This is an optimization exercise on Yosys and OpenROAD, whose aim is small area, not a production implementation.
At most, simulation tests tie the RTL to the original design; equivalence was not proved.
Power and IR drop assume default switching activity.

== v6 ==
## CPU
module CPU(
    input wire CLK,
    input wire RST,
	output wire [31:0]ALU_OUT,
	output wire ALU_OF,
	output wire ALU_ZF,
	output wire [31:0] dbg_inst,
	output wire [31:0] dbg_a,
    output wire [31:0] dbg_b,
	output wire [2:0] dbg_op,
	output wire reg_write_enable,
	output wire [31:0]alu_output,
	output wire [5:0] inst_addr,
	input wire [31:0] inst_data
    );
Settings: LEC_CHECK=0, CAP_MARGIN=20, CELL_PAD_IN_SITES_DETAIL_PLACEMENT=1, CELL_PAD_IN_SITES_GLOBAL_PLACEMENT=2, CORE_MARGIN=2, CORE_UTILIZATION=40, GPL_ROUTABILITY_DRIVEN=1, PLACE_DENSITY=0.55, SETUP_SLACK_MARGIN=0, SLEW_MARGIN=20, SYNTH_HIERARCHICAL=1; clock period 12.0 ns.
run.sh (not shown) runs the stock make flow with config.mk's settings and CLKGATE_MAP_FILE= SYNTH_SCRIPT=/design/flow/synth_recipe.tcl, a recipe that flattens the netlist after the stock synthesis.
v6 ran in full, but the layout does not pass; the checks complain about negative setup slack.
Relative to v6, the following input files were edited for v7:
# v6
export LEC_CHECK = 0
export CAP_MARGIN = 20
export CELL_PAD_IN_SITES_DETAIL_PLACEMENT = 1
export CELL_PAD_IN_SITES_GLOBAL_PLACEMENT = 2
export CORE_MARGIN = 2
export CORE_UTILIZATION = 40
export GPL_ROUTABILITY_DRIVEN = 1
export PLACE_DENSITY = 0.55
export SETUP_SLACK_MARGIN = 0
export SLEW_MARGIN = 20
export SYNTH_HIERARCHICAL = 1
create_clock -name core_clock -period 12.0 [get_ports {CLK}]
# v7
export LEC_CHECK = 0
export CAP_MARGIN = 20
export CELL_PAD_IN_SITES_DETAIL_PLACEMENT = 1
export CELL_PAD_IN_SITES_GLOBAL_PLACEMENT = 2
export CORE_MARGIN = 2
export CORE_UTILIZATION = 55
export GPL_ROUTABILITY_DRIVEN = 1
export PLACE_DENSITY = 0.65
export SETUP_SLACK_MARGIN = 0
export SLEW_MARGIN = 20
export SYNTH_HIERARCHICAL = 1
create_clock -name core_clock -period 12.0 [get_ports {CLK}]
Results
global routing (5_1_grt): v7 exited with error. On number of levels the H-tree was split into, v6 and v7 are basically level. Measured against each other, v6 and v7 differ in total cell area at the placement stage, the lower figure coming from v7. Number of placed instances with taps included for v7 is lower than for v6. On netlist area before placement, v7 tracks v6 almost exactly. Sequential element share of the synthesized area came out exactly the same in v6 and v7.
No functional check of the RTL was part of any run of this note.

CPU, a different RTL version from the one above (not shown whole).
For scale: roughly 1100 flip-flops, ~210 I/O pins, roughly 44000 um2 of cells after synthesis.
// CPU
module CPU(
    input wire CLK,
    input wire RST,
	output wire [31:0]ALU_OUT,
	output wire ALU_OF,
	output wire ALU_ZF,
	output wire [31:0] dbg_inst,
	output wire [31:0] dbg_a,
    output wire [31:0] dbg_b,
	output wire [2:0] dbg_op,
	output wire reg_write_enable,
	output wire [31:0]alu_output,
	output wire [5:0] inst_addr,
	input wire [31:0] inst_data
    );
clock: 12.0 ns
lec_check: 0
cap_margin: 20
cell_pad_in_sites_detail_placement: 1
cell_pad_in_sites_global_placement: 2
core_margin: 2
core_utilization: 40
gpl_routability_driven: 1
place_density: 0.55
setup_slack_margin: 0
slew_margin: 20
synth_hierarchical: 1
standard.sh (not shown) runs the stock make flow with config.mk's settings and CLKGATE_MAP_FILE= SYNTH_SCRIPT=/design/flow/synth_recipe.tcl, a recipe that flattens the netlist after the stock synthesis.
==> flow/flow/run.sh <==
#!/bin/bash
# Own layout flow: the standard ORFS flow (standard synthesis unchanged),
# with plain buf_1 cells as the port buffers and a clock tree of smaller
# clock buffers without dummy loads. Each tool's output goes to a log of its
# own here.
set -euo pipefail
export BUFFER_PORTS_ARGS="-buffer_cell sky130_fd_sc_hd__buf_1"
export CTS_ARGS="-sink_clustering_enable -repair_clock_nets -dont_use_dummy_load -buf_list {sky130_fd_sc_hd__clkbuf_16} -sink_clustering_size 24 -sink_clustering_max_diameter 140"
bash standard.sh synth > synth.log 2>&1
bash standard.sh \
  "BUFFER_PORTS_ARGS=$BUFFER_PORTS_ARGS" \
  "CTS_ARGS=$CTS_ARGS" \
  finish > layout.log 2>&1
Next try:
--- a/flow/flow/run.sh
+++ b/flow/flow/run.sh
@@ -7,3 +7,3 @@
 export BUFFER_PORTS_ARGS="-buffer_cell sky130_fd_sc_hd__buf_1"
-export CTS_ARGS="-sink_clustering_enable -repair_clock_nets -dont_use_dummy_load -buf_list {sky130_fd_sc_hd__clkbuf_16} -sink_clustering_size 24 -sink_clustering_max_diameter 140"
+export CTS_ARGS="-sink_clustering_enable -repair_clock_nets -dont_use_dummy_load -buf_list {sky130_fd_sc_hd__clkbuf_16} -sink_clustering_size 24 -sink_clustering_max_diameter 120"
 bash standard.sh synth > synth.log 2>&1
--- a/flow/config.mk
+++ b/flow/config.mk
@@ -11,5 +11,5 @@
 export CORE_MARGIN = 2
-export CORE_UTILIZATION = 40
+export CORE_UTILIZATION = 48
 export GPL_ROUTABILITY_DRIVEN = 1
-export PLACE_DENSITY = 0.55
+export PLACE_DENSITY = 0.62
 export SETUP_SLACK_MARGIN = 0
Global-route usage is higher by 4.7 points.
Cell area goes down slightly.
Wire length went down by a few percent.
Clock power hardly moves.
Non-clock buffer count goes up by 7.
Clock-buffer cell count does not change.
Total power goes down slightly.
Next try:
==> flow/run.sh (new file) <==
#!/bin/bash
# synth_recipe.tcl (not shown) runs the flow's synth.tcl, then flattens the netlist and writes it again
# the make line also repeats each setting of config.mk as NAME=value (left out here)
make -C /OpenROAD-flow-scripts/flow DESIGN_CONFIG=/design/flow/config.mk WORK_HOME=/design/flow/orfs CLKGATE_MAP_FILE= SYNTH_SCRIPT=/design/flow/synth_recipe.tcl finish
--- a/flow/config.mk
+++ b/flow/config.mk
@@ -11,5 +11,5 @@
 export CORE_MARGIN = 2
-export CORE_UTILIZATION = 48
+export CORE_UTILIZATION = 40
 export GPL_ROUTABILITY_DRIVEN = 1
-export PLACE_DENSITY = 0.62
+export PLACE_DENSITY = 0.55
 export SETUP_SLACK_MARGIN = 0
removed: flow/flow/run.sh
removed: flow/standard.sh
Global-route usage is lower by 4.2 points; utilization went down by 5.5 points; register-to-register slack improves by 0.30 ns; count of clock-buffer cells in the layout grows by 100; wire length rises by 6.9%; die area is higher by 20%; critical path depth is unchanged; worst hold slack is better by 0.011 ns.
Next try:
==> flow/flow/run.sh (new file) <==
#!/bin/bash
# Own layout flow: the standard ORFS flow (standard synthesis unchanged),
# with plain buf_1 cells as the port buffers, no dummy loads in the clock
# tree, and power recovery (downsizing of cells with slack) after global
# routing. Each tool's output goes to a log of its own here.
set -euo pipefail
export BUFFER_PORTS_ARGS="-buffer_cell sky130_fd_sc_hd__buf_1"
export CTS_ARGS="-sink_clustering_enable -repair_clock_nets -dont_use_dummy_load"
export RECOVER_POWER=100
bash standard.sh synth > synth.log 2>&1
bash standard.sh \
  "BUFFER_PORTS_ARGS=$BUFFER_PORTS_ARGS" \
  "CTS_ARGS=$CTS_ARGS" \
  "RECOVER_POWER=$RECOVER_POWER" \
  finish > layout.log 2>&1
==> flow/standard.sh (new file) <==
#!/bin/bash
# synth_recipe.tcl (not shown) runs the flow's synth.tcl, then flattens the netlist and writes it again
# the make line also repeats each setting of config.mk as NAME=value (left out here)
make -C /OpenROAD-flow-scripts/flow DESIGN_CONFIG=/design/flow/config.mk WORK_HOME=/design/flow/orfs CLKGATE_MAP_FILE= SYNTH_SCRIPT=/design/flow/synth_recipe.tcl "${@:-finish}"
removed: flow/run.sh
=> This time the run reached the layout checks and failed them: capacitance limit, slew limit; design area is lower by about 4.4%; clock power came out lower by 12%; routed wire length stays flat; synthesized area does not change; via count shrinks by about 1.3%.

CPU, a different RTL version from the one above (not shown whole).
Size: ~3,800 cells after synthesis, about 1,100 flip-flops, about 210 I/O pins, about 43,000 sq um of cells after synthesis.
==> flow/config.mk <==
export PLATFORM = sky130hd
export DESIGN_NAME = CPU
export DESIGN_NICKNAME = CPU
export VERILOG_FILES = /design/flow/design.v
export SDC_FILE = /design/flow/constraint.sdc
export NUM_CORES = 4
export LEC_CHECK = 0
export CAP_MARGIN = 20
export CELL_PAD_IN_SITES_DETAIL_PLACEMENT = 1
export CELL_PAD_IN_SITES_GLOBAL_PLACEMENT = 2
export CORE_MARGIN = 2
export CORE_UTILIZATION = 40
export GPL_ROUTABILITY_DRIVEN = 1
export PLACE_DENSITY = 0.55
export SETUP_SLACK_MARGIN = 0
export SLEW_MARGIN = 20
export SYNTH_HIERARCHICAL = 1
==> flow/constraint.sdc <==
create_clock -name core_clock -period 12.0 [get_ports {CLK}]
set_input_delay 2.4000 -clock core_clock [delete_from_list [all_inputs] [get_ports {CLK}]]
set_output_delay 2.4000 -clock core_clock [all_outputs]
set_load 0.01 [all_outputs]
==> flow/flow/run.sh <==
#!/bin/bash
# Own layout flow: the standard ORFS flow (standard synthesis unchanged),
# with plain buf_1 cells as the port buffers and a clock tree of smaller
# clock buffers without dummy loads. Each tool's output goes to a log of its
# own here.
set -euo pipefail
export BUFFER_PORTS_ARGS="-buffer_cell sky130_fd_sc_hd__buf_1"
export CTS_ARGS="-sink_clustering_enable -repair_clock_nets -dont_use_dummy_load -buf_list {sky130_fd_sc_hd__clkbuf_8} -sink_clustering_size 16 -sink_clustering_max_diameter 90"
bash standard.sh synth > synth.log 2>&1
bash standard.sh \
  "BUFFER_PORTS_ARGS=$BUFFER_PORTS_ARGS" \
  "CTS_ARGS=$CTS_ARGS" \
  finish > layout.log 2>&1
Rerun with:
--- a/flow/flow/run.sh
+++ b/flow/flow/run.sh
@@ -7,3 +7,3 @@
 export BUFFER_PORTS_ARGS="-buffer_cell sky130_fd_sc_hd__buf_1"
-export CTS_ARGS="-sink_clustering_enable -repair_clock_nets -dont_use_dummy_load -buf_list {sky130_fd_sc_hd__clkbuf_8} -sink_clustering_size 16 -sink_clustering_max_diameter 90"
+export CTS_ARGS="-sink_clustering_enable -repair_clock_nets -dont_use_dummy_load -buf_list {sky130_fd_sc_hd__clkbuf_16} -sink_clustering_size 24 -sink_clustering_max_diameter 120"
 bash standard.sh synth > synth.log 2>&1
CORE_UTILIZATION = 45   (was 40)
PLACE_DENSITY = 0.6   (was 0.55)
=> Utilization is higher by 5.7 points. Worst setup slack improved by 0.42 ns. Final area is about the same. Die area is lower by about 11%. Routed wire length is lower by 5.6%.
Rerun with:
CORE_UTILIZATION = 40   (was 45)
PLACE_DENSITY = 0.55   (was 0.6)
After rerunning: Synthesized area stays the same; via count shrinks by 1.2%; cell count grows by 1.9%; sequential share of layout area hardly moves; fmax shrinks by 4.3%; register-to-register slack loses 0.36 ns.

Starting RTL as in the previous note.
## CPU
module CPU(
    input wire CLK,
    input wire RST,
	output wire [31:0]ALU_OUT,
	output wire ALU_OF,
	output wire ALU_ZF,
	output wire [31:0] dbg_inst,
	output wire [31:0] dbg_a,
    output wire [31:0] dbg_b,
	output wire [2:0] dbg_op,
	output wire reg_write_enable,
	output wire [31:0]alu_output,
	output wire [5:0] inst_addr,
	input wire [31:0] inst_data
    );
reg [5:0] pc;
always @(posedge CLK or posedge RST)
	if (RST) pc <= 6'd0;
	else pc <= pc + 6'd1;
reg [31:0] inst_code;
always @(posedge CLK or posedge RST)
	if (RST) inst_code <= 32'd0;
	else inst_code <= inst_data;
assign inst_addr = pc;
assign dbg_inst = inst_code;
wire [5:0] op = inst_code[31:26];
wire [4:0] rs = inst_code[25:21];
wire [4:0] rt = inst_code[20:16];
wire [4:0] rd = inst_code[15:11];
wire [5:0] func = inst_code[5:0];
wire [2:0] alu_op;
wire we;
opt o(.OP(op), .func(func), .ALU_OP(alu_op), .WE(we));
reg [31:1] valid;
wire [31:1] wsel;
wire [31:1] sel_a;
wire [31:1] sel_b;
wire [31:0] f = ALU_OUT;    
wire [31:0] rdata [1:31];
genvar g, b;
generate
	for (g = 1; g < 32; g = g + 1) begin : row
		reg [31:0] q;
		wire [31:0] d;
		assign wsel[g] = we && (rd == g);
  ...
==> flow/config.mk <==
export PLATFORM = sky130hd
export DESIGN_NAME = CPU
export DESIGN_NICKNAME = CPU
export VERILOG_FILES = /design/flow/design.v
export SDC_FILE = /design/flow/constraint.sdc
export NUM_CORES = 4
export LEC_CHECK = 0
export CAP_MARGIN = 20
export CELL_PAD_IN_SITES_DETAIL_PLACEMENT = 1
export CELL_PAD_IN_SITES_GLOBAL_PLACEMENT = 2
export CORE_MARGIN = 2
export CORE_UTILIZATION = 40
export GPL_ROUTABILITY_DRIVEN = 1
export GPL_TIMING_DRIVEN = 0
export PLACE_DENSITY = 0.55
export SETUP_SLACK_MARGIN = 0
export SLEW_MARGIN = 20
export SYNTH_HIERARCHICAL = 1
==> flow/constraint.sdc <==
create_clock -name core_clock -period 12.0 [get_ports {CLK}]
set_input_delay 2.4000 -clock core_clock [delete_from_list [all_inputs] [get_ports {CLK}]]
set_output_delay 2.4000 -clock core_clock [all_outputs]
set_load 0.01 [all_outputs]
==> flow/flow/run.sh <==
#!/bin/bash
# Own layout flow: the standard ORFS flow (standard synthesis unchanged),
# with plain buf_1 cells as the port buffers and a clock tree of smaller
# clock buffers without dummy loads. Each tool's output goes to a log of its
# own here.
set -euo pipefail
export BUFFER_PORTS_ARGS="-buffer_cell sky130_fd_sc_hd__buf_1"
export CTS_ARGS="-sink_clustering_enable -repair_clock_nets -dont_use_dummy_load -buf_list {sky130_fd_sc_hd__clkbuf_16} -sink_clustering_size 27 -sink_clustering_max_diameter 130"
bash standard.sh synth > synth.log 2>&1
bash standard.sh \
  "BUFFER_PORTS_ARGS=$BUFFER_PORTS_ARGS" \
  "CTS_ARGS=$CTS_ARGS" \
  finish > layout.log 2>&1
The starting point passed the timing, DRC and antenna checks.
==> next run, changes <==
--- a/flow/flow/run.sh
+++ b/flow/flow/run.sh
@@ -8 +8 @@
-export CTS_ARGS="-sink_clustering_enable -repair_clock_nets -dont_use_dummy_load -buf_list {sky130_fd_sc_hd__clkbuf_16} -sink_clustering_size 27 -sink_clustering_max_diameter 130"
+export CTS_ARGS="-sink_clustering_enable -repair_clock_nets -dont_use_dummy_load -buf_list {sky130_fd_sc_hd__clkbuf_16} -sink_clustering_size 24 -sink_clustering_max_diameter 120"
Settings changed: GPL_TIMING_DRIVEN 0 to default, PLACE_DENSITY 0.55 to 0.7.
Outcome: Cell area went down by 5.1%; maximum frequency went up by 1.9%; setup slack gets better by 0.22 ns; utilization went down by 2.4 points; wire length went up by 6.9%; first-iteration DRC count went up by about 6%; sequential cell count is unchanged; hold slack gets better by 0.016 ns; synthesized area does not change.
==> next run, changes <==
--- a/flow/flow/run.sh
+++ b/flow/flow/run.sh
@@ -8 +8 @@
-export CTS_ARGS="-sink_clustering_enable -repair_clock_nets -dont_use_dummy_load -buf_list {sky130_fd_sc_hd__clkbuf_16} -sink_clustering_size 24 -sink_clustering_max_diameter 120"
+export CTS_ARGS="-sink_clustering_enable -repair_clock_nets -dont_use_dummy_load -buf_list {sky130_fd_sc_hd__clkbuf_16} -sink_clustering_size 27 -sink_clustering_max_diameter 130"
Settings changed: PLACE_DENSITY 0.7 to 0.55.
Critical path depth decreases by 3.
Cell count drops slightly.
Sequential share of layout area climbs by 0.31 points.
First-iteration DRC count increases by roughly a tenth.
Routed wire length barely changes.
Synthesized area is unchanged.
Die area is unchanged.

CPU with an RTL version that a note above also has.
Size in the first run: roughly 210 I/O pins, ~0.044 sq mm of cells after synthesis.
==> flow/config.mk <==
export PLATFORM = sky130hd
export DESIGN_NAME = CPU
export DESIGN_NICKNAME = CPU
export VERILOG_FILES = /design/flow/design.v
export SDC_FILE = /design/flow/constraint.sdc
export NUM_CORES = 4
export LEC_CHECK = 0
export CAP_MARGIN = 20
export CELL_PAD_IN_SITES_DETAIL_PLACEMENT = 1
export CELL_PAD_IN_SITES_GLOBAL_PLACEMENT = 2
export CORE_MARGIN = 2
export CORE_UTILIZATION = 40
export GPL_ROUTABILITY_DRIVEN = 1
export PLACE_DENSITY = 0.55
export SETUP_SLACK_MARGIN = 0
export SLEW_MARGIN = 20
export SYNTH_HIERARCHICAL = 1
==> flow/constraint.sdc <==
create_clock -name core_clock -period 12.0 [get_ports {CLK}]
set_input_delay 2.4000 -clock core_clock [delete_from_list [all_inputs] [get_ports {CLK}]]
set_output_delay 2.4000 -clock core_clock [all_outputs]
set_load 0.01 [all_outputs]
==> flow/flow/run.sh <==
#!/bin/bash
# Own layout flow: the standard ORFS flow (standard synthesis unchanged),
# with plain buf_1 cells as the port buffers and a clock tree of smaller
# clock buffers without dummy loads. Each tool's output goes to a log of its
# own here.
set -euo pipefail
export BUFFER_PORTS_ARGS="-buffer_cell sky130_fd_sc_hd__buf_1"
export CTS_ARGS="-sink_clustering_enable -repair_clock_nets -dont_use_dummy_load -buf_list {sky130_fd_sc_hd__clkbuf_16} -sink_clustering_size 20 -sink_clustering_max_diameter 100"
bash standard.sh synth > synth.log 2>&1
bash standard.sh \
  "BUFFER_PORTS_ARGS=$BUFFER_PORTS_ARGS" \
  "CTS_ARGS=$CTS_ARGS" \
  finish > layout.log 2>&1
The baseline finished clean.
==> next run, changes <==
--- a/flow/flow/run.sh
+++ b/flow/flow/run.sh
@@ -8 +8 @@
-export CTS_ARGS="-sink_clustering_enable -repair_clock_nets -dont_use_dummy_load -buf_list {sky130_fd_sc_hd__clkbuf_16} -sink_clustering_size 20 -sink_clustering_max_diameter 100"
+export CTS_ARGS="-sink_clustering_enable -repair_clock_nets -dont_use_dummy_load -buf_list {sky130_fd_sc_hd__clkbuf_4 sky130_fd_sc_hd__clkbuf_8}"
Result: The new run ran to the end with no violations. Area after synthesis is unchanged. Flip-flop and latch count stays the same. Die area is unchanged. Design area increases by 1.9%. First-iteration DRC count fell by 1.2%. Sequential power is about the same. Wire length increases by 1.5%. Clock power is higher by 27%. Final cell count climbs by about 2.6%. Total power rises by about 9%. Via count went up by about 2.3%.

static timing again, ports no longer ideal:
Ports are ideal in the flow. The routed layouts listed here were re-timed in OpenROAD.
Step 1 assumes that a clkbuf_16 drives the clock port and a buf_2 every other input.
Step 2 also shifts input and output timing later by t, the mid clock arrival at the registers, as if the neighbouring blocks saw the same clock.
Three values: no drivers, after step 1, after step 2; two values: the first two.
run | shift t [ns] | setup WS [ns] | hold WS [ns]
v6 | 0.802 | -0.656 / -0.729 / 0.074 | 0.477 / 0.477 / 0.477
the first run of note 2 | 0.748 | 0.611 / 0.538 / 1.287 | 0.484 / 0.484 / 0.484
the second run of note 2 | 0.738 | 0.444 / 0.370 / 1.108 | 0.473 / 0.473 / 0.473
the third run of note 2 | 0.782 | 0.713 / 0.636 / 1.418 | 0.484 / 0.484 / 0.484
the fourth run of note 2 | 0.768 | 0.402 / 0.323 / 1.092 | 0.470 / 0.470 / 0.470
the first run of note 3 | 0.859 | 0.453 / 0.377 / 1.236 | 0.470 / 0.470 / 0.470
the second run of note 3 | 0.735 | 0.872 / 0.795 / 1.529 | 0.507 / 0.507 / 0.507
the third run of note 3 | 0.746 | 0.374 / 0.293 / 1.038 | 0.472 / 0.472 / 0.472
the first run of note 4 | 0.754 | 0.247 / 0.169 / 0.923 | 0.470 / 0.470 / 0.470
the second run of note 4 | 0.750 | 0.469 / 0.390 / 1.140 | 0.486 / 0.486 / 0.486
the third run of note 4 | 0.725 | 0.421 / 0.339 / 1.063 | 0.473 / 0.473 / 0.473
the first run of note 5 | 0.758 | 0.591 / 0.510 / 1.268 | 0.479 / 0.479 / 0.479
the second run of note 5 | 0.870 | 0.567 / 0.494 / 1.364 | 0.474 / 0.474 / 0.474
